This is an optimization exercise on Yosys and OpenROAD, whose aim is small area, a short achievable clock period and few clock cycles per item, not a production implementation.
In this exercise RTL edits were held to simulation tests only and were not proved equivalent to the original.
Power and IR drop assume default switching activity.

### config.mk
export PLATFORM = sky130hd
export DESIGN_NAME = ALU_top
export DESIGN_NICKNAME = ALU_top
export VERILOG_FILES = /design/flow/design.v
export SDC_FILE = /design/flow/constraint.sdc
export NUM_CORES = 4
export LEC_CHECK = 0
export ABC_AREA = 1
export CAP_MARGIN = 20
export CORE_MARGIN = 2
export CORE_UTILIZATION = 60
export SLEW_MARGIN = 20
### constraint.sdc
create_clock -name core_clock -period 14.0 [get_ports {soc_clk}]
set_input_delay 2.8000 -clock core_clock [delete_from_list [all_inputs] [get_ports {soc_clk}]]
set_output_delay 2.8000 -clock core_clock [all_outputs]
set_load 0.01 [all_outputs]
### design.v
module ALU_top(
    input soc_clk,
    input reset,
    input [31:0] ALU_dat1,
    input [31:0] ALU_dat2,
    input [5:0] Instruction_from_CU,
    output ALU_overflow,
    output ALU_con_met,
    output ALU_zero,
    output ALU_err,
    output ALU_ready,
    output [31:0] ALU_out,
    output ALU_accept
);
    reg busy;
    always @(posedge soc_clk) begin
        if (reset) busy <= 1'b0;
        else       busy <= ~busy;
    end
    assign ALU_accept = ~busy;
    assign ALU_ready  = busy;
    assign ALU_err    = 1'b0;
    wire [31:0] a = ALU_dat1;
    wire [31:0] b = ALU_dat2;
    wire [5:0]  c = Instruction_from_CU;
    wire is_beq  = (c == 6'd4);
    wire is_bne  = (c == 6'd5);
    wire is_blt  = (c == 6'd6);
    wire is_bge  = (c == 6'd7);
    wire is_bltu = (c == 6'd8);
    wire is_bgeu = (c == 6'd9);
    wire is_add  = (c == 6'd18) | (c == 6'd27);
    wire is_sub  = (c == 6'd28);
    wire is_sll  = (c == 6'd24) | (c == 6'd29);
    wire is_srl  = (c == 6'd25) | (c == 6'd33);
    wire is_sra  = (c == 6'd26) | (c == 6'd34);
    wire is_slt  = (c == 6'd19) | (c == 6'd30);
    wire is_sltu = (c == 6'd20) | (c == 6'd31);
    wire is_xor  = (c == 6'd21) | (c == 6'd32);
    wire is_or   = (c == 6'd22) | (c == 6'd35);
    wire is_and  = (c == 6'd23) | (c == 6'd36);
    wire do_sub = ~c[5] & (~c[4] | (c[3] & c[2]) | (~c[3] & ~c[2] & c[1] & c[0]) |
                           (~c[3] & c[2] & ~c[1] & ~c[0]));
    wire [31:0] bx = b ^ {32{do_sub}};
    wire [31:0] p  = a ^ bx;
    wire [31:0] g  = a & bx;
    wire [31:0] G0 = {g[31:1], g[0] | (p[0] & do_sub)};
    wire [31:0] P0 = p;
    wire [31:0] G1, P1;
    assign G1[0] = G0[0];
    assign P1[0] = P0[0];
    assign G1[1] = G0[1] | (P0[1] & G0[0]);
    assign P1[1] = P0[1] & P0[0];
    assign G1[2] = G0[2];
    assign P1[2] = P0[2];
    assign G1[3] = G0[3] | (P0[3] & G0[2]);
    assign P1[3] = P0[3] & P0[2];
    assign G1[4] = G0[4];
    assign P1[4] = P0[4];
    assign G1[5] = G0[5] | (P0[5] & G0[4]);
    assign P1[5] = P0[5] & P0[4];
    assign G1[6] = G0[6];
    assign P1[6] = P0[6];
    assign G1[7] = G0[7] | (P0[7] & G0[6]);
    assign P1[7] = P0[7] & P0[6];
    assign G1[8] = G0[8];
    assign P1[8] = P0[8];
    assign G1[9] = G0[9] | (P0[9] & G0[8]);
    assign P1[9] = P0[9] & P0[8];
    assign G1[10] = G0[10];
    assign P1[10] = P0[10];
    assign G1[11] = G0[11] | (P0[11] & G0[10]);
    assign P1[11] = P0[11] & P0[10];
    assign G1[12] = G0[12];
    assign P1[12] = P0[12];
    assign G1[13] = G0[13] | (P0[13] & G0[12]);
    assign P1[13] = P0[13] & P0[12];
    assign G1[14] = G0[14];
    assign P1[14] = P0[14];
    assign G1[15] = G0[15] | (P0[15] & G0[14]);
    assign P1[15] = P0[15] & P0[14];
    assign G1[16] = G0[16];
    assign P1[16] = P0[16];
    assign G1[17] = G0[17] | (P0[17] & G0[16]);
    assign P1[17] = P0[17] & P0[16];
    assign G1[18] = G0[18];
    assign P1[18] = P0[18];
    assign G1[19] = G0[19] | (P0[19] & G0[18]);
    assign P1[19] = P0[19] & P0[18];
    assign G1[20] = G0[20];
    assign P1[20] = P0[20];
    assign G1[21] = G0[21] | (P0[21] & G0[20]);
    assign P1[21] = P0[21] & P0[20];
    assign G1[22] = G0[22];
    assign P1[22] = P0[22];
    assign G1[23] = G0[23] | (P0[23] & G0[22]);
    assign P1[23] = P0[23] & P0[22];
    assign G1[24] = G0[24];
    assign P1[24] = P0[24];
    assign G1[25] = G0[25] | (P0[25] & G0[24]);
    assign P1[25] = P0[25] & P0[24];
    assign G1[26] = G0[26];
    assign P1[26] = P0[26];
    assign G1[27] = G0[27] | (P0[27] & G0[26]);
    assign P1[27] = P0[27] & P0[26];
    assign G1[28] = G0[28];
    assign P1[28] = P0[28];
    assign G1[29] = G0[29] | (P0[29] & G0[28]);
    assign P1[29] = P0[29] & P0[28];
    assign G1[30] = G0[30];
    assign P1[30] = P0[30];
    assign G1[31] = G0[31] | (P0[31] & G0[30]);
    assign P1[31] = P0[31] & P0[30];
    wire [31:0] G2, P2;
    assign G2[0] = G1[0];
    assign P2[0] = P1[0];
    assign G2[1] = G1[1];
    assign P2[1] = P1[1];
    assign G2[2] = G1[2];
    assign P2[2] = P1[2];
    assign G2[3] = G1[3] | (P1[3] & G1[1]);
    assign P2[3] = P1[3] & P1[1];
    assign G2[4] = G1[4];
    assign P2[4] = P1[4];
    assign G2[5] = G1[5];
    assign P2[5] = P1[5];
    assign G2[6] = G1[6];
    assign P2[6] = P1[6];
    assign G2[7] = G1[7] | (P1[7] & G1[5]);
    assign P2[7] = P1[7] & P1[5];
    assign G2[8] = G1[8];
    assign P2[8] = P1[8];
    assign G2[9] = G1[9];
    assign P2[9] = P1[9];
    assign G2[10] = G1[10];
    assign P2[10] = P1[10];
    assign G2[11] = G1[11] | (P1[11] & G1[9]);
    assign P2[11] = P1[11] & P1[9];
    assign G2[12] = G1[12];
    assign P2[12] = P1[12];
    assign G2[13] = G1[13];
    assign P2[13] = P1[13];
    assign G2[14] = G1[14];
    assign P2[14] = P1[14];
    assign G2[15] = G1[15] | (P1[15] & G1[13]);
    assign P2[15] = P1[15] & P1[13];
    assign G2[16] = G1[16];
    assign P2[16] = P1[16];
    assign G2[17] = G1[17];
    assign P2[17] = P1[17];
    assign G2[18] = G1[18];
    assign P2[18] = P1[18];
    assign G2[19] = G1[19] | (P1[19] & G1[17]);
    assign P2[19] = P1[19] & P1[17];
    assign G2[20] = G1[20];
    assign P2[20] = P1[20];
    assign G2[21] = G1[21];
    assign P2[21] = P1[21];
    assign G2[22] = G1[22];
    assign P2[22] = P1[22];
    assign G2[23] = G1[23] | (P1[23] & G1[21]);
    assign P2[23] = P1[23] & P1[21];
    assign G2[24] = G1[24];
    assign P2[24] = P1[24];
    assign G2[25] = G1[25];
    assign P2[25] = P1[25];
    assign G2[26] = G1[26];
    assign P2[26] = P1[26];
    assign G2[27] = G1[27] | (P1[27] & G1[25]);
    assign P2[27] = P1[27] & P1[25];
    assign G2[28] = G1[28];
    assign P2[28] = P1[28];
    assign G2[29] = G1[29];
    assign P2[29] = P1[29];
    assign G2[30] = G1[30];
    assign P2[30] = P1[30];
    assign G2[31] = G1[31] | (P1[31] & G1[29]);
    assign P2[31] = P1[31] & P1[29];
    wire [31:0] G3, P3;
    assign G3[0] = G2[0];
    assign P3[0] = P2[0];
    assign G3[1] = G2[1];
    assign P3[1] = P2[1];
    assign G3[2] = G2[2];
    assign P3[2] = P2[2];
    assign G3[3] = G2[3];
    assign P3[3] = P2[3];
    assign G3[4] = G2[4];
    assign P3[4] = P2[4];
    assign G3[5] = G2[5];
    assign P3[5] = P2[5];
    assign G3[6] = G2[6];
    assign P3[6] = P2[6];
    assign G3[7] = G2[7] | (P2[7] & G2[3]);
    assign P3[7] = P2[7] & P2[3];
    assign G3[8] = G2[8];
    assign P3[8] = P2[8];
    assign G3[9] = G2[9];
    assign P3[9] = P2[9];
    assign G3[10] = G2[10];
    assign P3[10] = P2[10];
    assign G3[11] = G2[11];
    assign P3[11] = P2[11];
    assign G3[12] = G2[12];
    assign P3[12] = P2[12];
    assign G3[13] = G2[13];
    assign P3[13] = P2[13];
    assign G3[14] = G2[14];
    assign P3[14] = P2[14];
    assign G3[15] = G2[15] | (P2[15] & G2[11]);
    assign P3[15] = P2[15] & P2[11];
    assign G3[16] = G2[16];
    assign P3[16] = P2[16];
    assign G3[17] = G2[17];
    assign P3[17] = P2[17];
    assign G3[18] = G2[18];
    assign P3[18] = P2[18];
    assign G3[19] = G2[19];
    assign P3[19] = P2[19];
    assign G3[20] = G2[20];
    assign P3[20] = P2[20];
    assign G3[21] = G2[21];
    assign P3[21] = P2[21];
    assign G3[22] = G2[22];
    assign P3[22] = P2[22];
    assign G3[23] = G2[23] | (P2[23] & G2[19]);
    assign P3[23] = P2[23] & P2[19];
    assign G3[24] = G2[24];
    assign P3[24] = P2[24];
    assign G3[25] = G2[25];
    assign P3[25] = P2[25];
    assign G3[26] = G2[26];
    assign P3[26] = P2[26];
    assign G3[27] = G2[27];
    assign P3[27] = P2[27];
    assign G3[28] = G2[28];
    assign P3[28] = P2[28];
    assign G3[29] = G2[29];
    assign P3[29] = P2[29];
    assign G3[30] = G2[30];
    assign P3[30] = P2[30];
    assign G3[31] = G2[31] | (P2[31] & G2[27]);
    assign P3[31] = P2[31] & P2[27];
    wire [31:0] G4, P4;
    assign G4[0] = G3[0];
    assign P4[0] = P3[0];
    assign G4[1] = G3[1];
    assign P4[1] = P3[1];
    assign G4[2] = G3[2];
    assign P4[2] = P3[2];
    assign G4[3] = G3[3];
    assign P4[3] = P3[3];
    assign G4[4] = G3[4];
    assign P4[4] = P3[4];
    assign G4[5] = G3[5];
    assign P4[5] = P3[5];
    assign G4[6] = G3[6];
    assign P4[6] = P3[6];
    assign G4[7] = G3[7];
    assign P4[7] = P3[7];
    assign G4[8] = G3[8];
    assign P4[8] = P3[8];
    assign G4[9] = G3[9];
    assign P4[9] = P3[9];
    assign G4[10] = G3[10];
    assign P4[10] = P3[10];
    assign G4[11] = G3[11];
    assign P4[11] = P3[11];
    assign G4[12] = G3[12];
    assign P4[12] = P3[12];
    assign G4[13] = G3[13];
    assign P4[13] = P3[13];
    assign G4[14] = G3[14];
    assign P4[14] = P3[14];
    assign G4[15] = G3[15] | (P3[15] & G3[7]);
    assign P4[15] = P3[15] & P3[7];
    assign G4[16] = G3[16];
    assign P4[16] = P3[16];
    assign G4[17] = G3[17];
    assign P4[17] = P3[17];
    assign G4[18] = G3[18];
    assign P4[18] = P3[18];
    assign G4[19] = G3[19];
    assign P4[19] = P3[19];
    assign G4[20] = G3[20];
    assign P4[20] = P3[20];
    assign G4[21] = G3[21];
    assign P4[21] = P3[21];
    assign G4[22] = G3[22];
    assign P4[22] = P3[22];
    assign G4[23] = G3[23];
    assign P4[23] = P3[23];
    assign G4[24] = G3[24];
    assign P4[24] = P3[24];
    assign G4[25] = G3[25];
    assign P4[25] = P3[25];
    assign G4[26] = G3[26];
    assign P4[26] = P3[26];
    assign G4[27] = G3[27];
    assign P4[27] = P3[27];
    assign G4[28] = G3[28];
    assign P4[28] = P3[28];
    assign G4[29] = G3[29];
    assign P4[29] = P3[29];
    assign G4[30] = G3[30];
    assign P4[30] = P3[30];
    assign G4[31] = G3[31] | (P3[31] & G3[23]);
    assign P4[31] = P3[31] & P3[23];
    wire [31:0] G5, P5;
    assign G5[0] = G4[0];
    assign P5[0] = P4[0];
    assign G5[1] = G4[1];
    assign P5[1] = P4[1];
    assign G5[2] = G4[2];
    assign P5[2] = P4[2];
    assign G5[3] = G4[3];
    assign P5[3] = P4[3];
    assign G5[4] = G4[4];
    assign P5[4] = P4[4];
    assign G5[5] = G4[5];
    assign P5[5] = P4[5];
    assign G5[6] = G4[6];
    assign P5[6] = P4[6];
    assign G5[7] = G4[7];
    assign P5[7] = P4[7];
    assign G5[8] = G4[8];
    assign P5[8] = P4[8];
    assign G5[9] = G4[9];
    assign P5[9] = P4[9];
    assign G5[10] = G4[10];
    assign P5[10] = P4[10];
    assign G5[11] = G4[11];
    assign P5[11] = P4[11];
    assign G5[12] = G4[12];
    assign P5[12] = P4[12];
    assign G5[13] = G4[13];
    assign P5[13] = P4[13];
    assign G5[14] = G4[14];
    assign P5[14] = P4[14];
    assign G5[15] = G4[15];
    assign P5[15] = P4[15];
    assign G5[16] = G4[16];
    assign P5[16] = P4[16];
    assign G5[17] = G4[17];
    assign P5[17] = P4[17];
    assign G5[18] = G4[18];
    assign P5[18] = P4[18];
    assign G5[19] = G4[19];
    assign P5[19] = P4[19];
    assign G5[20] = G4[20];
    assign P5[20] = P4[20];
    assign G5[21] = G4[21];
    assign P5[21] = P4[21];
    assign G5[22] = G4[22];
    assign P5[22] = P4[22];
    assign G5[23] = G4[23];
    assign P5[23] = P4[23];
    assign G5[24] = G4[24];
    assign P5[24] = P4[24];
    assign G5[25] = G4[25];
    assign P5[25] = P4[25];
    assign G5[26] = G4[26];
    assign P5[26] = P4[26];
    assign G5[27] = G4[27];
    assign P5[27] = P4[27];
    assign G5[28] = G4[28];
    assign P5[28] = P4[28];
    assign G5[29] = G4[29];
    assign P5[29] = P4[29];
    assign G5[30] = G4[30];
    assign P5[30] = P4[30];
    assign G5[31] = G4[31] | (P4[31] & G4[15]);
    assign P5[31] = P4[31] & P4[15];
    wire [31:0] G6, P6;
    assign G6[0] = G5[0];
    assign P6[0] = P5[0];
    assign G6[1] = G5[1];
    assign P6[1] = P5[1];
    assign G6[2] = G5[2];
    assign P6[2] = P5[2];
    assign G6[3] = G5[3];
    assign P6[3] = P5[3];
    assign G6[4] = G5[4];
    assign P6[4] = P5[4];
    assign G6[5] = G5[5];
    assign P6[5] = P5[5];
    assign G6[6] = G5[6];
    assign P6[6] = P5[6];
    assign G6[7] = G5[7];
    assign P6[7] = P5[7];
    assign G6[8] = G5[8];
    assign P6[8] = P5[8];
    assign G6[9] = G5[9];
    assign P6[9] = P5[9];
    assign G6[10] = G5[10];
    assign P6[10] = P5[10];
    assign G6[11] = G5[11];
    assign P6[11] = P5[11];
    assign G6[12] = G5[12];
    assign P6[12] = P5[12];
    assign G6[13] = G5[13];
    assign P6[13] = P5[13];
    assign G6[14] = G5[14];
    assign P6[14] = P5[14];
    assign G6[15] = G5[15];
    assign P6[15] = P5[15];
    assign G6[16] = G5[16];
    assign P6[16] = P5[16];
    assign G6[17] = G5[17];
    assign P6[17] = P5[17];
    assign G6[18] = G5[18];
    assign P6[18] = P5[18];
    assign G6[19] = G5[19];
    assign P6[19] = P5[19];
    assign G6[20] = G5[20];
    assign P6[20] = P5[20];
    assign G6[21] = G5[21];
    assign P6[21] = P5[21];
    assign G6[22] = G5[22];
    assign P6[22] = P5[22];
    assign G6[23] = G5[23] | (P5[23] & G5[15]);
    assign P6[23] = P5[23] & P5[15];
    assign G6[24] = G5[24];
    assign P6[24] = P5[24];
    assign G6[25] = G5[25];
    assign P6[25] = P5[25];
    assign G6[26] = G5[26];
    assign P6[26] = P5[26];
    assign G6[27] = G5[27];
    assign P6[27] = P5[27];
    assign G6[28] = G5[28];
    assign P6[28] = P5[28];
    assign G6[29] = G5[29];
    assign P6[29] = P5[29];
    assign G6[30] = G5[30];
    assign P6[30] = P5[30];
    assign G6[31] = G5[31];
    assign P6[31] = P5[31];
    wire [31:0] G7, P7;
    assign G7[0] = G6[0];
    assign P7[0] = P6[0];
    assign G7[1] = G6[1];
    assign P7[1] = P6[1];
    assign G7[2] = G6[2];
    assign P7[2] = P6[2];
    assign G7[3] = G6[3];
    assign P7[3] = P6[3];
    assign G7[4] = G6[4];
    assign P7[4] = P6[4];
    assign G7[5] = G6[5];
    assign P7[5] = P6[5];
    assign G7[6] = G6[6];
    assign P7[6] = P6[6];
    assign G7[7] = G6[7];
    assign P7[7] = P6[7];
    assign G7[8] = G6[8];
    assign P7[8] = P6[8];
    assign G7[9] = G6[9];
    assign P7[9] = P6[9];
    assign G7[10] = G6[10];
    assign P7[10] = P6[10];
    assign G7[11] = G6[11] | (P6[11] & G6[7]);
    assign P7[11] = P6[11] & P6[7];
    assign G7[12] = G6[12];
    assign P7[12] = P6[12];
    assign G7[13] = G6[13];
    assign P7[13] = P6[13];
    assign G7[14] = G6[14];
    assign P7[14] = P6[14];
    assign G7[15] = G6[15];
    assign P7[15] = P6[15];
    assign G7[16] = G6[16];
    assign P7[16] = P6[16];
    assign G7[17] = G6[17];
    assign P7[17] = P6[17];
    assign G7[18] = G6[18];
    assign P7[18] = P6[18];
    assign G7[19] = G6[19] | (P6[19] & G6[15]);
    assign P7[19] = P6[19] & P6[15];
    assign G7[20] = G6[20];
    assign P7[20] = P6[20];
    assign G7[21] = G6[21];
    assign P7[21] = P6[21];
    assign G7[22] = G6[22];
    assign P7[22] = P6[22];
    assign G7[23] = G6[23];
    assign P7[23] = P6[23];
    assign G7[24] = G6[24];
    assign P7[24] = P6[24];
    assign G7[25] = G6[25];
    assign P7[25] = P6[25];
    assign G7[26] = G6[26];
    assign P7[26] = P6[26];
    assign G7[27] = G6[27] | (P6[27] & G6[23]);
    assign P7[27] = P6[27] & P6[23];
    assign G7[28] = G6[28];
    assign P7[28] = P6[28];
    assign G7[29] = G6[29];
    assign P7[29] = P6[29];
    assign G7[30] = G6[30];
    assign P7[30] = P6[30];
    assign G7[31] = G6[31];
    assign P7[31] = P6[31];
    wire [31:0] G8, P8;
    assign G8[0] = G7[0];
    assign P8[0] = P7[0];
    assign G8[1] = G7[1];
    assign P8[1] = P7[1];
    assign G8[2] = G7[2];
    assign P8[2] = P7[2];
    assign G8[3] = G7[3];
    assign P8[3] = P7[3];
    assign G8[4] = G7[4];
    assign P8[4] = P7[4];
    assign G8[5] = G7[5] | (P7[5] & G7[3]);
    assign P8[5] = P7[5] & P7[3];
    assign G8[6] = G7[6];
    assign P8[6] = P7[6];
    assign G8[7] = G7[7];
    assign P8[7] = P7[7];
    assign G8[8] = G7[8];
    assign P8[8] = P7[8];
    assign G8[9] = G7[9] | (P7[9] & G7[7]);
    assign P8[9] = P7[9] & P7[7];
    assign G8[10] = G7[10];
    assign P8[10] = P7[10];
    assign G8[11] = G7[11];
    assign P8[11] = P7[11];
    assign G8[12] = G7[12];
    assign P8[12] = P7[12];
    assign G8[13] = G7[13] | (P7[13] & G7[11]);
    assign P8[13] = P7[13] & P7[11];
    assign G8[14] = G7[14];
    assign P8[14] = P7[14];
    assign G8[15] = G7[15];
    assign P8[15] = P7[15];
    assign G8[16] = G7[16];
    assign P8[16] = P7[16];
    assign G8[17] = G7[17] | (P7[17] & G7[15]);
    assign P8[17] = P7[17] & P7[15];
    assign G8[18] = G7[18];
    assign P8[18] = P7[18];
    assign G8[19] = G7[19];
    assign P8[19] = P7[19];
    assign G8[20] = G7[20];
    assign P8[20] = P7[20];
    assign G8[21] = G7[21] | (P7[21] & G7[19]);
    assign P8[21] = P7[21] & P7[19];
    assign G8[22] = G7[22];
    assign P8[22] = P7[22];
    assign G8[23] = G7[23];
    assign P8[23] = P7[23];
    assign G8[24] = G7[24];
    assign P8[24] = P7[24];
    assign G8[25] = G7[25] | (P7[25] & G7[23]);
    assign P8[25] = P7[25] & P7[23];
    assign G8[26] = G7[26];
    assign P8[26] = P7[26];
    assign G8[27] = G7[27];
    assign P8[27] = P7[27];
    assign G8[28] = G7[28];
    assign P8[28] = P7[28];
    assign G8[29] = G7[29] | (P7[29] & G7[27]);
    assign P8[29] = P7[29] & P7[27];
    assign G8[30] = G7[30];
    assign P8[30] = P7[30];
    assign G8[31] = G7[31];
    assign P8[31] = P7[31];
    wire [31:0] G9, P9;
    assign G9[0] = G8[0];
    assign P9[0] = P8[0];
    assign G9[1] = G8[1];
    assign P9[1] = P8[1];
    assign G9[2] = G8[2] | (P8[2] & G8[1]);
    assign P9[2] = P8[2] & P8[1];
    assign G9[3] = G8[3];
    assign P9[3] = P8[3];
    assign G9[4] = G8[4] | (P8[4] & G8[3]);
    assign P9[4] = P8[4] & P8[3];
    assign G9[5] = G8[5];
    assign P9[5] = P8[5];
    assign G9[6] = G8[6] | (P8[6] & G8[5]);
    assign P9[6] = P8[6] & P8[5];
    assign G9[7] = G8[7];
    assign P9[7] = P8[7];
    assign G9[8] = G8[8] | (P8[8] & G8[7]);
    assign P9[8] = P8[8] & P8[7];
    assign G9[9] = G8[9];
    assign P9[9] = P8[9];
    assign G9[10] = G8[10] | (P8[10] & G8[9]);
    assign P9[10] = P8[10] & P8[9];
    assign G9[11] = G8[11];
    assign P9[11] = P8[11];
    assign G9[12] = G8[12] | (P8[12] & G8[11]);
    assign P9[12] = P8[12] & P8[11];
    assign G9[13] = G8[13];
    assign P9[13] = P8[13];
    assign G9[14] = G8[14] | (P8[14] & G8[13]);
    assign P9[14] = P8[14] & P8[13];
    assign G9[15] = G8[15];
    assign P9[15] = P8[15];
    assign G9[16] = G8[16] | (P8[16] & G8[15]);
    assign P9[16] = P8[16] & P8[15];
    assign G9[17] = G8[17];
    assign P9[17] = P8[17];
    assign G9[18] = G8[18] | (P8[18] & G8[17]);
    assign P9[18] = P8[18] & P8[17];
    assign G9[19] = G8[19];
    assign P9[19] = P8[19];
    assign G9[20] = G8[20] | (P8[20] & G8[19]);
    assign P9[20] = P8[20] & P8[19];
    assign G9[21] = G8[21];
    assign P9[21] = P8[21];
    assign G9[22] = G8[22] | (P8[22] & G8[21]);
    assign P9[22] = P8[22] & P8[21];
    assign G9[23] = G8[23];
    assign P9[23] = P8[23];
    assign G9[24] = G8[24] | (P8[24] & G8[23]);
    assign P9[24] = P8[24] & P8[23];
    assign G9[25] = G8[25];
    assign P9[25] = P8[25];
    assign G9[26] = G8[26] | (P8[26] & G8[25]);
    assign P9[26] = P8[26] & P8[25];
    assign G9[27] = G8[27];
    assign P9[27] = P8[27];
    assign G9[28] = G8[28] | (P8[28] & G8[27]);
    assign P9[28] = P8[28] & P8[27];
    assign G9[29] = G8[29];
    assign P9[29] = P8[29];
    assign G9[30] = G8[30] | (P8[30] & G8[29]);
    assign P9[30] = P8[30] & P8[29];
    assign G9[31] = G8[31];
    assign P9[31] = P8[31];
    wire [31:0] cg = G9;    
    wire        pall = P9[31];    
    wire [31:0] sum = p ^ {cg[30:0], do_sub};
    wire ltu = ~cg[31];                            
    wire lts = (a[31] ^ b[31]) ? a[31] : sum[31];  
    wire eq  = pall;                               
    wire ovf = (a[31] == bx[31]) & (sum[31] != a[31]);
    wire [31:0] a_rev;
    wire [31:0] sh_r, sh_rev;
    genvar gi;
    generate
        for (gi = 0; gi < 32; gi = gi + 1) begin : REV
            assign a_rev[gi]  = a[31-gi];
            assign sh_rev[gi] = sh_r[31-gi];
        end
    endgenerate
    wire [31:0] sh_in = is_sll ? a_rev : a;
    wire        fill  = is_sra & a[31];
    wire [31:0] r0 = b[0] ? {fill, sh_in[31:1]} : sh_in;
    wire [31:0] r1 = b[1] ? {{2{fill}}, r0[31:2]} : r0;
    wire [31:0] r2 = b[2] ? {{4{fill}}, r1[31:4]} : r1;
    wire [31:0] r3 = b[3] ? {{8{fill}}, r2[31:8]} : r2;
    assign sh_r = b[4] ? {{16{fill}}, r3[31:16]} : r3;
    wire        sel_sum = is_add | is_sub;
    wire [31:0] res_o =
        ({32{is_sll}} & sh_rev) |
        ({32{is_srl | is_sra}} & sh_r) |
        ({32{is_xor | is_or}} & p) |
        ({32{is_and | is_or}} & g);
    wire [31:0] cin_v = {cg[30:0], do_sub};
    wire [31:0] res0 = res_o | ({32{sel_sum}} & p);
    wire [31:0] res1 = res_o | ({32{sel_sum}} & ~p);
    wire [31:0] res;
    generate
        for (gi = 0; gi < 32; gi = gi + 1) begin : RES
            if (gi == 0) begin : B0
                assign res[gi] = (cin_v[gi] ? res1[gi] : res0[gi]) | slt_bit;
            end else begin : BN
                assign res[gi] = cin_v[gi] ? res1[gi] : res0[gi];
            end
        end
    endgenerate
    wire sdiff = a[31] ^ b[31];
    wire lts0  = sdiff ? a[31] : p[31];     
    wire lts1  = sdiff ? a[31] : ~p[31];    
    wire slt_bit = (cg[31] ? 1'b0 : is_sltu) | (cg[30] ? (is_slt & lts1) : (is_slt & lts0));
    wire cm_u  = cg[31] ? is_bgeu : is_bltu;
    wire cm_s  = cg[30] ? ((is_blt & lts1) | (is_bge & ~lts1)) : ((is_blt & lts0) | (is_bge & ~lts0));
    wire cm    = (is_beq & eq) | (is_bne & ~eq) | cm_u | cm_s;
    reg [31:0] out_r;
    reg        ovf_r, cm_r;
    always @(posedge soc_clk) begin
        out_r <= res;
        ovf_r <= (is_add | is_sub) & ovf;
        cm_r  <= cm;
    end
    assign ALU_out      = out_r;
    assign ALU_overflow = ovf_r;
    assign ALU_con_met  = cm_r;
    assign ALU_zero     = ~|out_r;
endmodule
### flow/run.sh
#!/bin/bash
# Standard ORFS layout (the standard.sh), with plain buf_2 port buffers, a
# setup margin so that the repair steps size the logic for a shorter period,
# and clock tree synthesis without dummy balancing loads.
set -euo pipefail
bash standard.sh "BUFFER_PORTS_ARGS=-buffer_cell sky130_fd_sc_hd__buf_2" SETUP_SLACK_MARGIN=8.15 RECOVER_POWER=50 \
  "CTS_ARGS=-sink_clustering_enable -repair_clock_nets -dont_use_dummy_load" finish > standard.log 2>&1
### standard.sh
#!/bin/bash
# synth_recipe.tcl (not shown) runs the flow's synth.tcl, then flattens the netlist and writes it again
# the make line also repeats each setting of config.mk as NAME=value (left out here)
make -C /OpenROAD-flow-scripts/flow DESIGN_CONFIG=/design/flow/config.mk WORK_HOME=/design/flow/orfs CLKGATE_MAP_FILE= SYNTH_SCRIPT=/design/flow/synth_recipe.tcl "${@:-finish}"
==> reports/qor.txt, run 1 <==
largest net degree at the start of global routing: 80
HP Class: reg -> reg
Hold Violations, Final: 0
GRT overflow: 0
Syn Inst Count: 1012
Sink Count: 35
Synth cell types: 45
Reg2Reg Setup Slack: 13490 ps
CP max stage delay: 330 ps
area grow syn2layout: 11.1%
Synth top area share: 16.9%
layer carrying the most global-route usage: met2
Worst Path Max Fanout: 17
EDFF count, synth: 0
CP max-delay cell: a211oi_2
Bufs on Longest Clock Path: 2
final setup margin: 8390 ps
critical-path cell list: buf_2 -> nand2_2 -> inv_2 -> nand2_2 -> nand3_4 -> nand2_8 -> xnor2_1 -> ha_1 -> nand2_1 -> nand2_1 -> a31oi_1 -> nand2_1 -> inv_1 -> nor2_1 -> a211oi_2 -> nand2_4 -> nand2_2 -> nand2_2 -> nand2_2 -> nand2_2 -> or2_2 -> nand3_1 -> nand4_1
crit start category: input port
antenna cells: 0
met3 GRT Util: 9.71%
Post-synth top flop: dfxtp_1
post-DP HPWL: 17400 um
RePlAce Congestion: 1.08
Die Y: 102 um
grt met2 use: 60.8%
number of global-route vias before repair: 6435
Clock Latency Late Sink: 290 ps
WS Path Type: in -> reg
Routed WL: 21900 um
first-pass GRT wire length: 33500 um
DRT antenna net count: 0
worst path arrival time: 5770 ps
LEAKAGE: 3.01 nW
Port Buffers: 108
Worst slew margin: 37.2%
setup TNS: 0 ps
clock slew seen by the registers of the worst setup and hold paths: 70 ps
PwrDens: 70.5 nW/um^2
dpl ws: 7660 ps
fraction of layout cells with a size suffix above 1: 12.3%
Ys Warns: 1
fin util: 68.8%
total power: 0.000450 W
Critical Path RT: 14160 ps
total track usage: 41.9%
RSZ-0062 raised after global routing: no
core area: 9280 um^2
die area: 10400 um^2
CP most frequent cell: nand2_2
CTS HTree Levels: 2
fillers: 975
sequential area share after synthesis: 12.2%
DR vias: 7523
Tcrit/Tclk final: 40.1%
Nets: 1190
final setup fails: 0
largest cells by area after synthesis: nand2_1 17%, dfxtp_1 12%, nand3_1 11%, o21ai_0 7.2%, ha_1 7.0%
Worst VDD drop: 0.0000384 V
drc violations: 0
average size of a mapped cell: 5.68 um^2
Clock Tree Root: clkbuf_8
TritonCTS Buffers: 5
status: finished clean
first-pass iteration count of the detailed router: 6
Worst setup EP type: flip-flop
initial antenna violation count: 0
Synthesized Nets: 1116
max_cap viols: 0
CTS tree: built
Post-Syn Area: 5750 um^2
Final Slew Violations: 0
count leader, synth: nand2_1
die width: 102 um
skew final: 0 ps
Max Freq: 178 MHz
IO Pins: 110
per-cell routed wire length: 18.0 um
Yosys top cell by area: nand2_1
commonest cells in the netlist: 259 x nand2_1, 131 x nand3_1, 100 x inv_1
WHS: 444 ps
ys async rst share: 0%
minimum clock period: 5610 ps
Initial Util: 61.9%
met1 usage: 59.6%
Placement Rows: 35
DR iter-0 viols: 1274
vias per cell: 6.20
number of synthesized register bits: 35
Least-Margin Pin Slew: 942 ps
-- report_power, final --
group	total, W	switching (W)	internal (W)
clock	0.0000684	0.0000363	0.0000321
combinational	0.000266	0.000176	0.0000896
sequential	0.000116	0.00000629	0.000110
-- per-stage QoR --
step / std cells / instance area, um^2
floorplan: 1012 / 5750
global placement: 1200 / 6230
detailed placement: 1200 / 6230
CTS: 1205 / 6310
global route: 1213 / 6380
finish: 1213 / 6380
-- cell usage in the layout (no fill, tap or decap), types with 5 or more instances in the layout --
cell / instances
nand2_1: 259
nand3_1: 131
inv_1: 99
o21ai_0: 83
buf_2: 72
nor2_1: 54
dfxtp_1: 35
clkbuf_1: 35
ha_1: 32
a21oi_1: 29
o21ai_1: 28
xnor2_1: 26
nand4_1: 21
a22oi_1: 20
o211ai_1: 18
nand2_2: 17
nor4_1: 13
mux2i_1: 9
or2_1: 8
a31oi_1: 7
or2_2: 7
o22ai_1: 7
o2111ai_1: 7
nor3_1: 6
buf_4: 6
clkbuf_8: 5
-- sequential cells by signal, summed over array words and instances (netlist names) --
signal and cells:
cm_r 1, out_r 32, busy 1, ovf_r 1
-- kinds of logic (layout without fill, tap and decap cells) --
logic type	Yosys count	after routing	share of synthesized area (%)
DFF	35	35	12.2
buffers and inverters	159	230	11.0
and+or+nand+nor	532	533	41.8
AOI/OAI and AO/OA	214	214	21.8
other	1	1	0.0652
adders and majority gates	32	32	6.97
muxes	9	9	1.57
xor gates and xnor gates	30	30	4.57
-- worst paths after layout --
kind	endpoint	startpoint	depth (start not counted)
max	out_r[28]$_DFF_P_	Instruction_from_CU[0]	23
min	busy$_SDFF_PP0_	busy$_SDFF_PP0_	1
max reg2reg	busy$_SDFF_PP0_	busy$_SDFF_PP0_	1
min reg2reg	busy$_SDFF_PP0_	busy$_SDFF_PP0_	1
-- layout make-up --
class	count	area [um^2]	area share [%]
timing repair buffer	115	564	8.84
multi-input combinational	819	4460	69.9
sequential	35	701	11.0
clock buffer	5	68.8	1.08
inverter	109	420	6.58
tap	129	161	2.53
timing repair inverter	1	5.00	0.0784
-- repair_timing --
action / 4_1_cts / 5_1_grt
setup buffers: 0 / 6
gates resized for setup: 4 / 15
endpoints found under the setup margin: 17 / 32
hold buffers: 0 / 0
pin swaps: 0 / 2
cloned: 0 / 2
-- layer usage --
metal | share of wire (%) | routed length [um] | vias to the layer above
met2 | 39 | 8560 | 553
met3 | 15 | 3270 | 91
met1 | 40 | 8830 | 3280
met5 | 0 | 0 | -
met4 | 5.6 | 1220 | 0
li1 | - | - | 3599
-- worst max-delay path, delay by kind of cell --
family                   cells  cell delay, ps
AO/OA/AOI/OAI                2             470
XOR/XNOR                     1             170
adder cells (fa/ha/maj)      1             310
AND/OR/NAND/NOR             16            1690
buffers and inverters        3             310
Testbench counts, summed over its fixed seeds: cycles 24,000, items 12,000.
==> run 2, diff against run 1 <==
==> flow/run.sh (replaced) <==
#!/bin/bash
# Standard ORFS layout (the standard.sh), with plain buf_2 port buffers, a
# setup margin so that the repair steps size the logic for a shorter period,
# and clock tree synthesis without dummy balancing loads.
set -euo pipefail
bash standard.sh "BUFFER_PORTS_ARGS=-buffer_cell sky130_fd_sc_hd__buf_2" SETUP_SLACK_MARGIN=8.15 RECOVER_POWER=100 \
  "CTS_ARGS=-sink_clustering_enable -repair_clock_nets -dont_use_dummy_load" finish > standard.log 2>&1
==> reports/qor.txt, run 2 <==
reg2reg path depth: 1
TritonCTS Buffers: 5
DRT antenna net count: 0
EDFF count, synth: 0
number of global-route vias before repair: 6435
Bufs on Longest Clock Path: 2
first-pass GRT wire length: 33500 um
crit start category: input port
dpl ws: 7660 ps
Worst VDD drop: 0.0000383 V
area grow syn2layout: 10.2%
clock slew seen by the registers of the worst setup and hold paths: 70 ps
Sink Count: 35
number of synthesized register bits: 35
Min-Delay Path Depth: 1
Clock Tree Root: clkbuf_8
Top reg by flops: out_r
max reg flops: 32
antenna cells: 0
Synth cell types: 45
fillers: 985
Post-Syn Area: 5750 um^2
dpl cell area: 6230 um^2
fin util: 68.2%
sequential area share after synthesis: 12.2%
commonest cells in the netlist: 259 x nand2_1, 131 x nand3_1, 100 x inv_1
Yosys top cell by area: nand2_1
Tcrit/Tclk final: 48.1%
per-cell routed wire length: 18.1 um
placed insts: 1200
max_cap viols: 0
LEAKAGE: 2.99 nW
skew final: 0 ps
die area: 10400 um^2
CTS tree: built
Final Slew Violations: 0
fraction of layout cells with a size suffix above 1: 10.8%
HP Class: reg -> reg
Placement Rows: 35
Internal: 0.000229 W
RSZ-0062 raised after global routing: no
Post-synth top flop: dfxtp_1
Die Y: 102 um
largest cells by area after synthesis: nand2_1 17%, dfxtp_1 12%, nand3_1 11%, o21ai_0 7.2%, ha_1 7.0%
Max Freq: 148 MHz
CTS HTree Levels: 2
Worst Hold Launch: busy$_SDFF_PP0_
setup TNS: 0 ps
WS Path Type: in -> reg
Syn Inst Count: 1012
reg2reg end: busy$_SDFF_PP0_
Comb pwr share: 58.7%
GRT overflow: 0
Hold EP: busy$_SDFF_PP0_
final setup margin: 7260 ps
Initial Util: 61.9%
minimum clock period: 6740 ps
Sw Ratio: 48.6%
core area: 9280 um^2
Worst Path Max Fanout: 33
DR vias: 7518
commonest non-fill, non-tap cell in the layout: nand2_1
vias per cell: 6.20
Worst slew margin: 6.58%
DR iter-0 viols: 1147
Reg2Reg Setup Slack: 13490 ps
ys async rst share: 0%
Synthesized Nets: 1116
Final Non-Filler Cells: 1213
Synth top area share: 16.9%
post-DP HPWL: 17400 um
status: finished clean
Least-Margin Pin Slew: 1400 ps
Hold Violations, Final: 0
sequential share of power: 26.0%
RePlAce Congestion: 1.08
worst path arrival time: 6930 ps
Worst setup EP type: flip-flop
Ys Warns: 1
drc violations: 0
Routed WL: 22000 um
PwrDens: 70.4 nW/um^2
first-pass iteration count of the detailed router: 6
IO Pins: 110
Worst R2R Start: busy$_SDFF_PP0_
Clock power frac: 15.3%
CTS Hold Buffers Added: 0
Final Cell Area: 6340 um^2
Nets: 1190
Clock Latency Late Sink: 290 ps
average size of a mapped cell: 5.68 um^2
total track usage: 41.9%
P_sw: 0.000216 W
most frequent cells in the layout: 270 x nand2_1, 132 x nand3_1, 99 x inv_1
initial antenna violation count: 0
Port Buffers: 108
largest net degree at the start of global routing: 80
count leader, synth: nand2_1
final setup fails: 0
Critical Path RT: 14190 ps
die width: 102 um
## run 2: metrics by stage
step / total power, W / hold slack, ps
final: 0.000446 / 445
after global routing: 0.000476 / 467
after CTS: 0.000434 / 447
after detailed placement: 0.000368 / 437
after global placement: 0.000365 / 412
after floorplan: 0.000296 / 454
## run 2: logic make-up after synthesis
| logic type | share of synthesized area, % |
|---|---|
| mux | 1.57 |
| buf+inv | 11.0 |
| simple gates | 41.8 |
| other cells | 0.0652 |
| fa+ha+maj | 6.97 |
| xor+xnor | 4.57 |
| compound gates | 21.8 |
| flops | 12.2 |
## run 2: critical path, cell delays in order
cell	delay [ps]
clkbuf_1	1000
inv_1	850
nand2_1	320
nand3_1	120
nand2_1	120
nand2_1	110
nand2_1	120
nand2_2	50
nand2_1	110
nand2_1	90
nand2_1	180
nand2_2	50
nand2_1	170
nand2_2	70
nand2_1	140
nand2_2	70
nand2_1	80
nand2_1	180
nand2_4	120
nand2_1	50
nand3_1	70
nand2_1	50
## run 2: routing by layer
layer | vias to the layer above | share of wire [%] | GRT usage (%)
met1 | 3273 | 40 | 59.6
met5 | - | 0 | 0
met2 | 572 | 40 | 60.8
li1 | 3595 | - | -
met4 | 0 | 5.2 | 16.9
met3 | 78 | 15 | 9.71
## run 2: repair_timing
| action | 4_1_cts | 5_1_grt |
|---|---|---|
| gates resized for setup | 4 | 15 |
| hold endpoints to repair | 0 | 0 |
| setup endpoints to repair | 17 | 32 |
| gates cloned | 0 | 2 |
| pin swaps | 0 | 2 |
| setup buffers | 0 | 6 |
## run 2: area by class of cell
cell class / count / area [um^2] / share of cell area (%)
multi-input combinational: 819 / 4420 / 69.7
clock buffer: 5 / 68.8 / 1.09
timing repair inverter: 1 / 5.00 / 0.0790
inverter: 109 / 420 / 6.64
timing repair buffer: 115 / 561 / 8.85
tap: 129 / 161 / 2.55
sequential: 35 / 701 / 11.1
## run 2: worst max-delay path by stage
stage	startpoint	depth (start not counted)	slack, ps	end
after global routing	ALU_dat2[0]	22	6770	out_r[0]$_DFF_P_
after floorplan	Instruction_from_CU[2]	25	8540	out_r[0]$_DFF_P_
after detailed placement	ALU_dat2[4]	19	7660	out_r[14]$_DFF_P_
final	ALU_dat2[0]	22	7260	out_r[0]$_DFF_P_
after global placement	ALU_dat2[4]	19	7700	cm_r$_DFF_P_
after CTS	Instruction_from_CU[1]	22	8170	out_r[14]$_DFF_P_
## run 2: power groups by stage
stage / clock network, W / registers [W] / logic (W)
detailed placement: 0 / 0.000118 / 0.000251
CTS: 0.0000662 / 0.000115 / 0.000252
global route: 0.0000711 / 0.000117 / 0.000288
floorplan: 0 / 0.000121 / 0.000174
global placement: 0 / 0.000117 / 0.000248
finish: 0.0000682 / 0.000116 / 0.000262
==> run 3, diff against run 2 <==
==> flow/run.sh (replaced) <==
#!/bin/bash
# Standard ORFS layout (the standard.sh), with plain buf_2 port buffers, a
# setup margin so that the repair steps size the logic for a shorter period,
# and clock tree synthesis without dummy balancing loads.
set -euo pipefail
bash standard.sh "BUFFER_PORTS_ARGS=-buffer_cell sky130_fd_sc_hd__buf_2" SETUP_SLACK_MARGIN=8.5 RECOVER_POWER=100 \
  "CTS_ARGS=-sink_clustering_enable -repair_clock_nets -dont_use_dummy_load" finish > standard.log 2>&1
==> reports/qor.txt, run 3 <==
routed wl met2: 9800 um
LEAKAGE: 3.27 nW
die width: 102 um
sequential share of power: 23.6%
Reg2Reg Setup Slack: 13490 ps
max reg flops: 32
drc violations: 0
largest net degree at the start of global routing: 80
DRT met1 WL: 9260 um
total track usage: 43.4%
SO Viols: capacitance limit, slew limit
CP most frequent cell: nand2_1
CTS HTree Levels: 2
post-DP HPWL: 17400 um
WS Path Type: in -> reg
Worst setup EP type: flip-flop
Die Y: 102 um
Initial Util: 61.9%
Least-Margin Pin Slew: 1630 ps
Top reg by flops: out_r
max layer used: met4
Ys Warns: 1
Hold Violations, Final: 0
critical-path cell list: clkbuf_1 -> inv_1 -> nor2_1 -> nand3_1 -> nand2_1 -> clkbuf_1 -> clkinvlp_2 -> nand2_1 -> nand2_1 -> nand2_1 -> o21ai_0 -> nand2_1 -> o21ai_1 -> o21ai_0 -> nand2_1 -> nand3_1 -> o21ai_0 -> nand2_1 -> nand3_1 -> o21ai_1 -> nand2_1
Clock Tree Root: clkbuf_8
final setup fails: 0
GRT overflow: 0
Final Slew Violations: 41
first-pass iteration count of the detailed router: 9
WHS: 444 ps
count leader, synth: nand2_1
area grow syn2layout: 21.2%
status: finished with violations
CTS tree: built
vias per cell: 6.43
final setup margin: 5890 ps
Nets: 1228
per-cell routed wire length: 19.6 um
IO Pins: 110
Worst VDD drop: 0.0000419 V
DRT antenna net count: 0
first-pass GRT wire length: 34600 um
Post-synth top flop: dfxtp_1
Port Buffers: 108
Post-Syn Area: 5750 um^2
clock slew seen by the registers of the worst setup and hold paths: 70 ps
most frequent cells in the layout: 256 x nand2_1, 128 x nand3_1, 92 x inv_1
setup TNS: 0 ps
number of synthesized register bits: 35
Max Freq: 123 MHz
Synth cell types: 45
CP max-delay cell: clkinvlp_2
PwrDens: 70.5 nW/um^2
fin util: 75.1%
TritonCTS Buffers: 5
ys async rst share: 0%
Yosys top cell by area: nand2_1
worst path arrival time: 8300 ps
Bufs on Longest Clock Path: 2
Internal: 0.000250 W
DR iter-0 viols: 1423
antenna cells: 0
Synthesized Nets: 1116
average size of a mapped cell: 5.68 um^2
Sink Count: 35
P_sw: 0.000241 W
commonest non-fill, non-tap cell in the layout: nand2_1
number of global-route vias before repair: 6644
Routed WL: 24600 um
HP Class: reg -> reg
skew final: 0 ps
Tcrit/Tclk final: 58.0%
CP max stage delay: 1260 ps
Sw Ratio: 49.0%
dpl ws: 7660 ps
WL met3: 3680 um
sequential area share after synthesis: 12.2%
Syn Inst Count: 1012
Placement Rows: 35
DR vias: 8038
RePlAce Congestion: 1.08
Worst slew margin: -8.97%
die area: 10400 um^2
fraction of layout cells with a size suffix above 1: 17.5%
initial antenna violation count: 0
Synth top area share: 16.9%
fillers: 843
Critical Path RT: 14180 ps
dpl cell area: 6230 um^2
Final Cell Area: 6970 um^2
crit start category: input port
Clock Latency Late Sink: 290 ps
core area: 9280 um^2
Comb pwr share: 62.4%
RSZ-0062 raised after global routing: yes
largest cells by area after synthesis: nand2_1 17%, dfxtp_1 12%, nand3_1 11%, o21ai_0 7.2%, ha_1 7.0%
max_cap viols: 1
commonest cells in the netlist: 259 x nand2_1, 131 x nand3_1, 100 x inv_1
Worst Path Max Fanout: 40
EDFF count, synth: 0
minimum clock period: 8110 ps
Clock power frac: 14.0%
==> run 3: cell counts after synthesis <==
No cell type changed its count.
==> run 3: final timing paths <==
| kind | end | cells after the start | startpoint |
|---|---|---|---|
| max | out_r[15]$_DFF_P_ | 21 | Instruction_from_CU[4] |
| max reg2reg | busy$_SDFF_PP0_ | 1 | busy$_SDFF_PP0_ |
| min | busy$_SDFF_PP0_ | 1 | busy$_SDFF_PP0_ |
| min reg2reg | busy$_SDFF_PP0_ | 1 | busy$_SDFF_PP0_ |
==> run 3: critical path, delay by kind of cell <==
family                 cells  cell delay (ps)
AND/OR/NAND/NOR           12             1840
AO/OA/AOI/OAI              5              850
buffers and inverters      4             2770
==> run 3: power groups by stage <==
| stage | combinational (W) | sequential, W | clock (W) |
|---|---|---|---|
| 6_report | 0.000306 | 0.000116 | 0.0000687 |
| 5_1_grt | 0.000330 | 0.000117 | 0.0000712 |
| 4_1_cts | 0.000260 | 0.000115 | 0.0000662 |
| 2_1_floorplan | 0.000174 | 0.000121 | 0 |
| 3_3_place_gp | 0.000248 | 0.000117 | 0 |
| 3_5_place_dp | 0.000251 | 0.000118 | 0 |
==> run 3: timing repair <==
| action | CTS | global route |
|---|---|---|
| hold buffers | 0 | 0 |
| gates cloned | 3 | 2 |
| gates resized for setup | 21 | 74 |
| setup buffers | 8 | 33 |
| pin swaps | 6 | 39 |
| endpoints found under the setup margin | 33 | 33 |
==> run 3: cell type report <==
cell class / count / area, um^2 / area share [%]
Timing Repair Buffer: 151 / 917 / 13.2
Multi-Input combinational cell: 820 / 4670 / 67.0
Tap cell: 129 / 161 / 2.32
Timing Repair inverter: 2 / 12.5 / 0.180
Inverter: 109 / 437 / 6.27
Clock buffer: 5 / 68.8 / 0.988
Sequential cell: 35 / 701 / 10.1
==> run 3: stage by stage <==
stage / std cells / total power [W]
6_report: 1251 / 0.000491
5_1_grt: 1251 / 0.000518
4_1_cts: 1216 / 0.000442
3_5_place_dp: 1200 / 0.000368
3_3_place_gp: 1200 / 0.000365
2_1_floorplan: 1012 / 0.000296
==> run 3: kinds of logic (layout without fill, tap and decap cells) <==
family / after synthesis / count (layout) / synth area share (%)
buffers and inverters: 159 / 267 / 11.0
adders and majority gates: 32 / 32 / 6.97
DFF: 35 / 35 / 12.2
muxes: 9 / 9 / 1.57
and+or+nand+nor: 532 / 534 / 41.8
other: 1 / 1 / 0.0652
AOI/OAI and AO/OA: 214 / 214 / 21.8
xor gates and xnor gates: 30 / 30 / 4.57
==> run 3: layer usage <==
layer	global-route usage (%)	vias up
met5	0	-
met4	21.3	0
met3	10.8	164
met2	62.3	692
met1	60.3	3494
li1	-	3688
==> run 4, diff against run 3 <==
==> flow/run.sh (replaced) <==
#!/bin/bash
# Standard ORFS layout (the standard.sh), with plain buf_2 port buffers, a
# setup margin so that the repair steps size the logic for a shorter period,
# and clock tree synthesis without dummy balancing loads.
set -euo pipefail
bash standard.sh "BUFFER_PORTS_ARGS=-buffer_cell sky130_fd_sc_hd__buf_2" SETUP_SLACK_MARGIN=8.15 RECOVER_POWER=70 \
  "CTS_ARGS=-sink_clustering_enable -repair_clock_nets -dont_use_dummy_load" finish > standard.log 2>&1
==> reports/qor.txt, run 4 <==
core area: 9280 um^2
setup TNS: 0 ps
antenna cells: 0
RePlAce Congestion: 1.08
DR iter-0 viols: 1293
HP Class: reg -> reg
Synthesized Nets: 1116
largest family of logic cells by synthesized area: simple AND/OR/NAND/NOR gates
vias per cell: 6.24
sequential cell area: 701 um^2
Top reg by flops: out_r
WHS: 445 ps
largest net degree at the start of global routing: 80
die width: 102 um
DRT antenna net count: 0
Multi-input gate area: 4450 um^2
fillers: 977
Max Freq: 157 MHz
Bufs on Longest Clock Path: 2
max reg flops: 32
Synth Area in Compound Gates: 21.8%
Synth Area in XOR/XNOR: 4.57%
area grow syn2layout: 10.8%
fin util: 68.6%
Yosys top cell by area: nand2_1
Clock Latency Late Sink: 290 ps
Sink Count: 35
LEAKAGE: 2.99 nW
Worst VDD drop: 0.0000395 V
per-cell routed wire length: 18.1 um
RSZ-0062 raised after global routing: no
max_cap viols: 0
max layer used: met4
first-pass GRT wire length: 33500 um
die area: 10400 um^2
Post-Syn Area: 5750 um^2
Post-synth top flop: dfxtp_1
total track usage: 41.9%
commonest non-fill, non-tap cell in the layout: nand2_1
IO Pins: 110
DRT met1 WL: 8790 um
skew final: 0 ps
count leader, synth: nand2_1
Port Buffers: 108
first-pass iteration count of the detailed router: 7
sequential area share after synthesis: 12.2%
Worst slew margin: 8.70%
TritonCTS Buffers: 5
EDFF count, synth: 0
Hold Violations, Final: 0
WS Path Type: in -> reg
Ys Warns: 1
commonest cells in the netlist: 259 x nand2_1, 131 x nand3_1, 100 x inv_1
crit start category: input port
Final Cell Area: 6370 um^2
PwrDens: 70.7 nW/um^2
average size of a mapped cell: 5.68 um^2
Initial Util: 61.9%
Synth top area share: 16.9%
dpl cell area: 6230 um^2
GRT overflow: 0
simple-gate share of the synthesized area: 41.8%
final setup margin: 7650 ps
status: finished clean
DR vias: 7575
Final Slew Violations: 0
number of global-route vias before repair: 6435
worst path arrival time: 6520 ps
Nets: 1190
largest cells by area after synthesis: nand2_1 17%, dfxtp_1 12%, nand3_1 11%, o21ai_0 7.2%, ha_1 7.0%
Worst Path Max Fanout: 33
number of synthesized register bits: 35
Placement Rows: 35
minimum clock period: 6350 ps
dpl ws: 7660 ps
routed wl met2: 8570 um
final setup fails: 0
CTS tree: built
Worst setup EP type: flip-flop
Die Y: 102 um
post-DP HPWL: 17400 um
fraction of layout cells with a size suffix above 1: 11.7%
ys async rst share: 0%
WL met3: 3420 um
Syn Inst Count: 1012
Least-Margin Pin Slew: 1370 ps
Synth cell types: 45
Tcrit/Tclk final: 45.4%
Critical Path RT: 14170 ps
Clock Tree Root: clkbuf_8
mux contribution to synthesized area: 1.57%
Post-Synth Adder-Cell Area: 6.97%
CTS HTree Levels: 2
most frequent cells in the layout: 261 x nand2_1, 132 x nand3_1, 99 x inv_1
clock slew seen by the registers of the worst setup and hold paths: 70 ps
Routed WL: 21900 um
drc violations: 0
initial antenna violation count: 0
## run 4: cell count changes in the layout (fill, tap and decap cells not counted), moves of 4 or more
| cell | before | now |
|---|---|---|
| a21oi_1 | 25 | 29 |
| buf_2 | 64 | 69 |
| buf_4 | 38 | 6 |
| inv_1 | 92 | 99 |
| nand2_1 | 256 | 261 |
| nand2_4 | 10 | 4 |
| nand3_1 | 128 | 132 |
| nand3_2 | 5 | 0 |
## run 4: per-layer routing
layer / up-vias / GRT usage (%)
met3: 82 / 9.71
met1: 3267 / 59.6
li1: 3605 / -
met4: 0 / 16.9
met5: - / 0
met2: 621 / 60.8
## run 4: report_power, final
group / internal [W] / switching [W] / leakage (nW)
registers: 0.000110 / 0.00000628 / 0.287
logic: 0.0000891 / 0.000176 / 2.67
clock network: 0.0000321 / 0.0000372 / 0.0359
total: 0.000231 / 0.000219 / 2.99
## run 4: through the flow
stage	instances	total power, W
floorplan	1012	0.000296
global placement	1200	0.000365
detailed placement	1200	0.000368
CTS	1205	0.000434
global route	1213	0.000479
finish	1213	0.000450
## run 4: layout make-up
class	count	share of cell area, %
sequential	35	11.0
multi-input combinational	819	69.9
clock buffer	5	1.08
timing repair inverter	1	0.0786
timing repair buffer	115	8.80
tap	129	2.53
inverter	109	6.60
## run 4: cells by family after synthesis
| logic type | count (synthesis) |
|---|---|
| AO/OA/AOI/OAI | 214 |
| buffers and inverters | 159 |
| multiplexers | 9 |
| AND/OR/NAND/NOR | 532 |
| other | 1 |
| adder cells (fa/ha/maj) | 32 |
| flip-flops | 35 |
| XOR/XNOR | 30 |
## run 4: path summary, 6_finish.rpt
| kind | start | end | slack, ps | depth (start not counted) |
|---|---|---|---|---|
| worst min-delay path | busy$_SDFF_PP0_ | busy$_SDFF_PP0_ | 440 | 1 |
| worst min register to register | busy$_SDFF_PP0_ | busy$_SDFF_PP0_ | 440 | 1 |
| worst max-delay path | ALU_dat2[0] | out_r[14]$_DFF_P_ | 7650 | 20 |
| worst max register to register | busy$_SDFF_PP0_ | busy$_SDFF_PP0_ | 13490 | 1 |
## run 4: critical path, stage by stage
cell and delay (ps):
clkbuf_1 970, inv_1 840, nand2_1 320, nand3_1 120, nand2_1 140, nand2_2 90
nand2_2 80, nand2_2 50, nand2_2 90, nand2_1 90, nor2_2 110, inv_1 60
nor2_1 120, nor2_1 70, nor2_1 100, nand2_1 90, nand2_1 70, nand2_1 90
nand3_1 80, nand3_1 110
## run 4: repair_timing
item                                    CTS  global route
gates cloned                              0             2
hold buffers                              0             0
resized for setup                         4            15
pin swaps                                 0             2
buffers inserted                          0             6
endpoints found under the setup margin   17            32
==> run 5, diff against run 4 <==
==> flow/run.sh (replaced) <==
#!/bin/bash
# Standard ORFS layout (the standard.sh), with plain buf_2 port buffers, a
# setup margin so that the repair steps size the logic for a shorter period,
# and clock tree synthesis without dummy balancing loads.
set -euo pipefail
bash standard.sh "BUFFER_PORTS_ARGS=-buffer_cell sky130_fd_sc_hd__buf_2" SETUP_SLACK_MARGIN=8.15 RECOVER_POWER=30 \
  "CTS_ARGS=-sink_clustering_enable -repair_clock_nets -dont_use_dummy_load" finish > standard.log 2>&1
==> reports/qor.txt, run 5 <==
skew final: 0 ps
sequential area share after synthesis: 12.2%
Top reg by flops: out_r
Critical Path RT: 14160 ps
IO Pins: 110
DR vias: 7502
Clock Latency Late Sink: 290 ps
Initial Util: 61.9%
clock slew seen by the registers of the worst setup and hold paths: 70 ps
RePlAce Congestion: 1.08
fillers: 975
total track usage: 41.9%
max reg flops: 32
number of synthesized register bits: 35
Worst Path Max Fanout: 17
Final Slew Violations: 0
Tcrit/Tclk final: 40.2%
Post-synth top flop: dfxtp_1
ys async rst share: 0%
most frequent cells in the layout: 259 x nand2_1, 131 x nand3_1, 99 x inv_1
post-DP HPWL: 17400 um
dpl cell area: 6230 um^2
Least-Margin Pin Slew: 940 ps
RSZ-0062 raised after global routing: no
Final Cell Area: 6400 um^2
antenna cells: 0
fraction of layout cells with a size suffix above 1: 13.7%
PwrDens: 70.3 nW/um^2
Multi-input gate area: 4460 um^2
Sink Count: 35
EDFF count, synth: 0
Synth cell types: 45
Port Buffers: 108
Routed WL: 21800 um
status: finished clean
Synth top area share: 16.9%
CTS HTree Levels: 2
initial antenna violation count: 0
DRT antenna net count: 0
WS Path Type: in -> reg
crit start category: input port
largest net degree at the start of global routing: 80
CTS Hold Buffers Added: 0
final setup fails: 0
Nets: 1190
DR iter-0 viols: 1232
HP Class: reg -> reg
Post-Syn Area: 5750 um^2
number of global-route vias before repair: 6435
area grow syn2layout: 11.4%
max_cap viols: 0
vias per cell: 6.18
Syn Inst Count: 1012
first-pass iteration count of the detailed router: 8
Placement Rows: 35
minimum clock period: 5630 ps
Hold Violations, Final: 0
sequential cell area: 701 um^2
average size of a mapped cell: 5.68 um^2
Clock Tree Root: clkbuf_8
Worst setup EP type: flip-flop
Ys Warns: 1
count leader, synth: nand2_1
die width: 102 um
per-cell routed wire length: 18.0 um
CTS tree: built
Bufs on Longest Clock Path: 2
Worst VDD drop: 0.0000386 V
die area: 10400 um^2
LEAKAGE: 3.06 nW
core area: 9280 um^2
Worst slew margin: 37.2%
Max Freq: 178 MHz
commonest cells in the netlist: 259 x nand2_1, 131 x nand3_1, 100 x inv_1
Die Y: 102 um
largest cells by area after synthesis: nand2_1 17%, dfxtp_1 12%, nand3_1 11%, o21ai_0 7.2%, ha_1 7.0%
GRT overflow: 0
first-pass GRT wire length: 33500 um
commonest non-fill, non-tap cell in the layout: nand2_1
Yosys top cell by area: nand2_1
drc violations: 0
Synthesized Nets: 1116
worst path arrival time: 5790 ps
TritonCTS Buffers: 5
setup TNS: 0 ps
## run 5: cell counts after synthesis
No cell type changed its count.
## run 5: cell families after synthesis
group / Yosys count / share of synthesized area [%]
AOI/OAI and AO/OA: 214 / 21.8
xor gates and xnor gates: 30 / 4.57
adders and majority gates: 32 / 6.97
buffers and inverters: 159 / 11.0
DFF: 35 / 12.2
muxes: 9 / 1.57
other: 1 / 0.0652
and+or+nand+nor: 532 / 41.8
## run 5: worst max-delay path, cell delays in order
cell	delay, ps
buf_2	150
nand2_2	100
inv_2	100
nand2_2	90
nand3_4	140
nand2_8	140
xnor2_1	290
ha_1	320
nand2_1	80
inv_1	50
o21ai_0	150
nand2_1	70
a21oi_1	150
nand2_2	90
nand2_1	120
nor2_2	50
nor2_1	120
nor2_1	80
nor2_1	80
inv_1	50
o21ai_0	460
nand2_1	100
## run 5: power by group
part           switching (W)  internal [W]
clock              0.0000356     0.0000321
sequential        0.00000610      0.000110
combinational       0.000176     0.0000907
total               0.000218      0.000232
## run 5: metal layers
metal  part of all wire (%)  GRT usage [%]  vias to the layer above
met1                     41           59.6                     3278
met2                     39           60.8                      547
li1                       -              -                     3598
met4                    5.3           16.9                        0
met3                     15           9.71                       79
met5                      0              0                        -
## run 5: cell type report
type | instances | area share, %
Tap cell | 129 | 2.52
Multi-Input combinational cell | 819 | 69.7
Sequential cell | 35 | 10.9
Timing Repair Buffer | 115 | 9.11
Inverter | 109 | 6.57
Clock buffer | 5 | 1.07
Timing Repair inverter | 1 | 0.0782
## run 5: worst paths after layout
kind                                              from                 to  slack (ps)  cells after the start
worst min register to register         busy$_SDFF_PP0_    busy$_SDFF_PP0_         440                      1
worst max register to register         busy$_SDFF_PP0_    busy$_SDFF_PP0_       13490                      1
worst min-delay path                   busy$_SDFF_PP0_    busy$_SDFF_PP0_         440                      1
worst max-delay path            Instruction_from_CU[0]  out_r[11]$_DFF_P_        8370                     22
## run 5: repair_timing
| action | CTS | global route |
|---|---|---|
| gates cloned | 0 | 2 |
| resized for setup | 4 | 15 |
| setup endpoints to repair | 17 | 32 |
| setup buffers | 0 | 6 |
| pin swaps | 0 | 2 |
## run 5: stage by stage
step | worst slack (ps) | util, % | power, W | instances | hold slack, ps
finish | 8370 | 69.0 | 0.000450 | 1213 | 445
global route | 8140 | 69.0 | 0.000481 | 1213 | 462
CTS | 8170 | 68.0 | 0.000434 | 1205 | 447
detailed placement | 7660 | 67.2 | 0.000368 | 1200 | 437
global placement | 7700 | 67.2 | 0.000365 | 1200 | 412
floorplan | 8540 | - | 0.000296 | 1012 | 454
==> run 6, diff against run 5 <==
==> flow/run.sh (replaced) <==
#!/bin/bash
# The standard ORFS layout (standard.sh) with these changes:
# - synthesis leaves adders to ABC instead of extracting half/full-adder cells
#   (ADDER_MAP_FILE empty); everything else in synthesis is the standard script,
#   so the registers and their names are the standard synthesis's;
# - plain buf_2 port buffers;
# - a setup margin so that the repair steps size the logic for a shorter period;
# - clock tree synthesis without dummy balancing loads.
set -euo pipefail
bash standard.sh ADDER_MAP_FILE= "BUFFER_PORTS_ARGS=-buffer_cell sky130_fd_sc_hd__buf_2" SETUP_SLACK_MARGIN=8.0 \
  "CTS_ARGS=-sink_clustering_enable -repair_clock_nets -dont_use_dummy_load" finish > standard.log 2>&1
==> reports/qor.txt, run 6 <==
Worst setup EP type: flip-flop
fillers: 994
IO Pins: 110
CP max stage delay: 840 ps
reg2reg end: busy$_SDFF_PP0_
dpl ws: 7640 ps
Placement Rows: 36
dpl cell area: 6490 um^2
first-pass GRT wire length: 35300 um
count leader, synth: nand2_1
Max Freq: 174 MHz
Internal: 0.000224 W
Clock Latency Late Sink: 300 ps
status: finished clean
Bufs on Longest Clock Path: 2
Least-Margin Pin Slew: 819 ps
Syn Inst Count: 1143
Die Y: 104 um
DR vias: 8081
CTS Hold Buffers Added: 0
Synthesized Nets: 1215
Min-Delay Path Depth: 1
fraction of layout cells with a size suffix above 1: 16.1%
CP most frequent cell: inv_1
Worst Path Max Fanout: 25
Routed WL: 22600 um
largest cells by area after synthesis: nand2_1 24%, o21ai_0 13%, dfxtp_1 12%, nand3_1 7.4%, inv_1 6.8%
post-DP HPWL: 17500 um
CP max-delay cell: clkinv_1
vias per cell: 5.97
Hold EP: busy$_SDFF_PP0_
Synth Area in Compound Gates: 25.8%
Synth top area share: 24.0%
Worst Hold Launch: busy$_SDFF_PP0_
die area: 10800 um^2
Worst slew margin: 45.1%
simple-gate share of the synthesized area: 44.7%
Final Slew Violations: 0
Clock power frac: 15.5%
worst path arrival time: 5970 ps
number of global-route vias before repair: 6896
minimum clock period: 5760 ps
P_sw: 0.000215 W
Comb pwr share: 58.5%
Worst VDD drop: 0.0000360 V
Post-Synth Adder-Cell Area: 0%
RePlAce Congestion: 1.05
Initial Util: 61.4%
final setup margin: 8240 ps
Post-Syn Area: 5970 um^2
commonest non-fill, non-tap cell in the layout: nand2_1
Yosys top cell by area: nand2_1
WHS: 432 ps
setup TNS: 0 ps
skew final: 0 ps
Top reg by flops: out_r
Ys Warns: 1
drc violations: 0
clock slew seen by the registers of the worst setup and hold paths: 70 ps
Hold Violations, Final: 0
Critical Path RT: 14210 ps
DRT antenna net count: 0
EDFF count, synth: 0
GRT overflow: 0
PwrDens: 65.5 nW/um^2
LEAKAGE: 3.40 nW
Synth Area in XOR/XNOR: 3.62%
RSZ-0062 raised after global routing: no
first-pass iteration count of the detailed router: 6
ys async rst share: 0%
TritonCTS Buffers: 5
CP Buf/Inv Count: 5
largest family of logic cells by synthesized area: simple AND/OR/NAND/NOR gates
max_cap viols: 0
HP Class: reg -> reg
average size of a mapped cell: 5.23 um^2
sequential share of power: 26.0%
largest net degree at the start of global routing: 85
final setup fails: 0
sequential area share after synthesis: 11.7%
Nets: 1294
CTS HTree Levels: 2
Post-synth top flop: dfxtp_1
reg2reg path depth: 1
initial antenna violation count: 0
Port Buffers: 108
CTS tree: built
commonest cells in the netlist: 382 x nand2_1, 152 x o21ai_0, 108 x inv_1
DR iter-0 viols: 842
Final Cell Area: 6700 um^2
area grow syn2layout: 12.2%
max reg flops: 32
number of synthesized register bits: 35
total track usage: 40.6%
core area: 9730 um^2
Tcrit/Tclk final: 41.1%
WS Path Type: in -> reg
critical-path cell list: buf_2 -> inv_1 -> nor2_1 -> inv_1 -> o22ai_1 -> inv_1 -> nand3_1 -> clkinv_1 -> o2111ai_1 -> a21oi_1 -> o21ai_1
Worst R2R Start: busy$_SDFF_PP0_
Synth cell types: 53
Sw Ratio: 49.0%
most frequent cells in the layout: 381 x nand2_1, 151 x o21ai_0, 108 x buf_2
cell family contributing the most delay on the critical path: buffers and inverters
die width: 104 um
Reg2Reg Setup Slack: 13510 ps
crit start category: input port
Clock Tree Root: clkbuf_8
antenna cells: 0
Sink Count: 35
mux contribution to synthesized area: 2.18%
per-cell routed wire length: 16.7 um
[run 6: changes by cell type in the layout (fill, tap and decap cells not counted), moves of 21 or more]
cell,previous run,this run
buf_2,87,108
nand2_1,259,381
nand3_1,131,88
nor2_1,54,80
o21ai_0,83,151
ha_1,32,0
[run 6: cell families (layout without fill, tap and decap cells)]
family / count (synthesis) / in the layout
buf+inv: 175 / 251
mux: 13 / 13
other cells: 1 / 1
xor+xnor: 23 / 23
flops: 35 / 35
compound gates: 275 / 275
simple gates: 621 / 622
[run 6: metal layers]
| layer | GRT usage, % | wire length [um] | vias up |
|---|---|---|---|
| li1 | - | - | 3944 |
| met1 | 54.4 | 8960 | 3576 |
| met2 | 63.1 | 9700 | 484 |
| met3 | 8.43 | 2920 | 77 |
| met4 | 17.5 | 1060 | 0 |
| met5 | 0 | 0 | - |
[run 6: what timing repair did]
| item | CTS | global route |
|---|---|---|
| pin swaps | 0 | 1 |
| gates resized for setup | 2 | 10 |
| hold endpoints to repair | 0 | 0 |
| setup buffers | 0 | 12 |
| setup endpoints to repair | 10 | 31 |
| gates cloned | 0 | 2 |
[run 6: power by group through the flow]
stage	clock network, W	logic [W]	registers [W]
floorplan	0	0.000167	0.000120
global placement	0	0.000242	0.000116
detailed placement	0	0.000243	0.000116
CTS	0.0000667	0.000245	0.000114
global route	0.0000721	0.000283	0.000115
finish	0.0000679	0.000257	0.000114
[run 6: stage by stage]
stage,std cells,power [W],utilization (%)
finish,1353,0.000439,68.9
global route,1353,0.000470,68.9
global placement,1334,0.000358,66.7
floorplan,1143,0.000288,-
detailed placement,1334,0.000360,66.7
CTS,1339,0.000426,67.5
[run 6: how the worst max path moves through the flow]
stage | to | cells after the start | slack (ps) | from
3_5_place_dp | out_r[30]$_DFF_P_ | 20 | 7640 | Instruction_from_CU[4]
3_3_place_gp | out_r[0]$_DFF_P_ | 25 | 7710 | Instruction_from_CU[3]
4_1_cts | out_r[30]$_DFF_P_ | 20 | 8140 | Instruction_from_CU[4]
2_1_floorplan | out_r[0]$_DFF_P_ | 24 | 9020 | Instruction_from_CU[2]
6_report | out_r[15]$_DFF_P_ | 11 | 8240 | Instruction_from_CU[5]
5_1_grt | out_r[15]$_DFF_P_ | 19 | 8010 | ALU_dat2[1]
[run 6: area by class of cell]
class | instances | area [um^2] | share of cell area (%)
clock buffers | 5 | 68.8 | 1.03
inverters | 118 | 459 | 6.85
multi-input cells | 934 | 4610 | 68.7
flip-flops and latches | 35 | 701 | 10.5
well taps | 133 | 166 | 2.48
repair buffers | 127 | 696 | 10.4
repair inverters | 1 | 5.00 | 0.0747

==> port drivers added, routing unchanged <==
The results above use ideal ports. As a check the final layouts listed here were re-extracted and re-timed, cells and wires unchanged.
Step 1 assumes that a clkbuf_16 drives the clock port and a buf_2 every other input.
Step 2, shift: input delay + t, output delay - t, t = (earliest + latest rising clock arrival at the registers) / 2. This alone moves slack from input paths to output paths.
Three values: ideal ports, drivers, drivers and shift; two values: the first two.
run	t (ns)	slack for setup (ns)
run 1	0.318	8.388 / 8.387 / 8.069
run 2	0.316	7.260 / 7.253 / 6.937
run 3	0.318	5.886 / 5.896 / 5.578
run 4	0.317	7.650 / 7.643 / 7.326
run 5	0.316	8.370 / 8.369 / 8.053
run 6	0.326	8.244 / 8.260 / 7.934
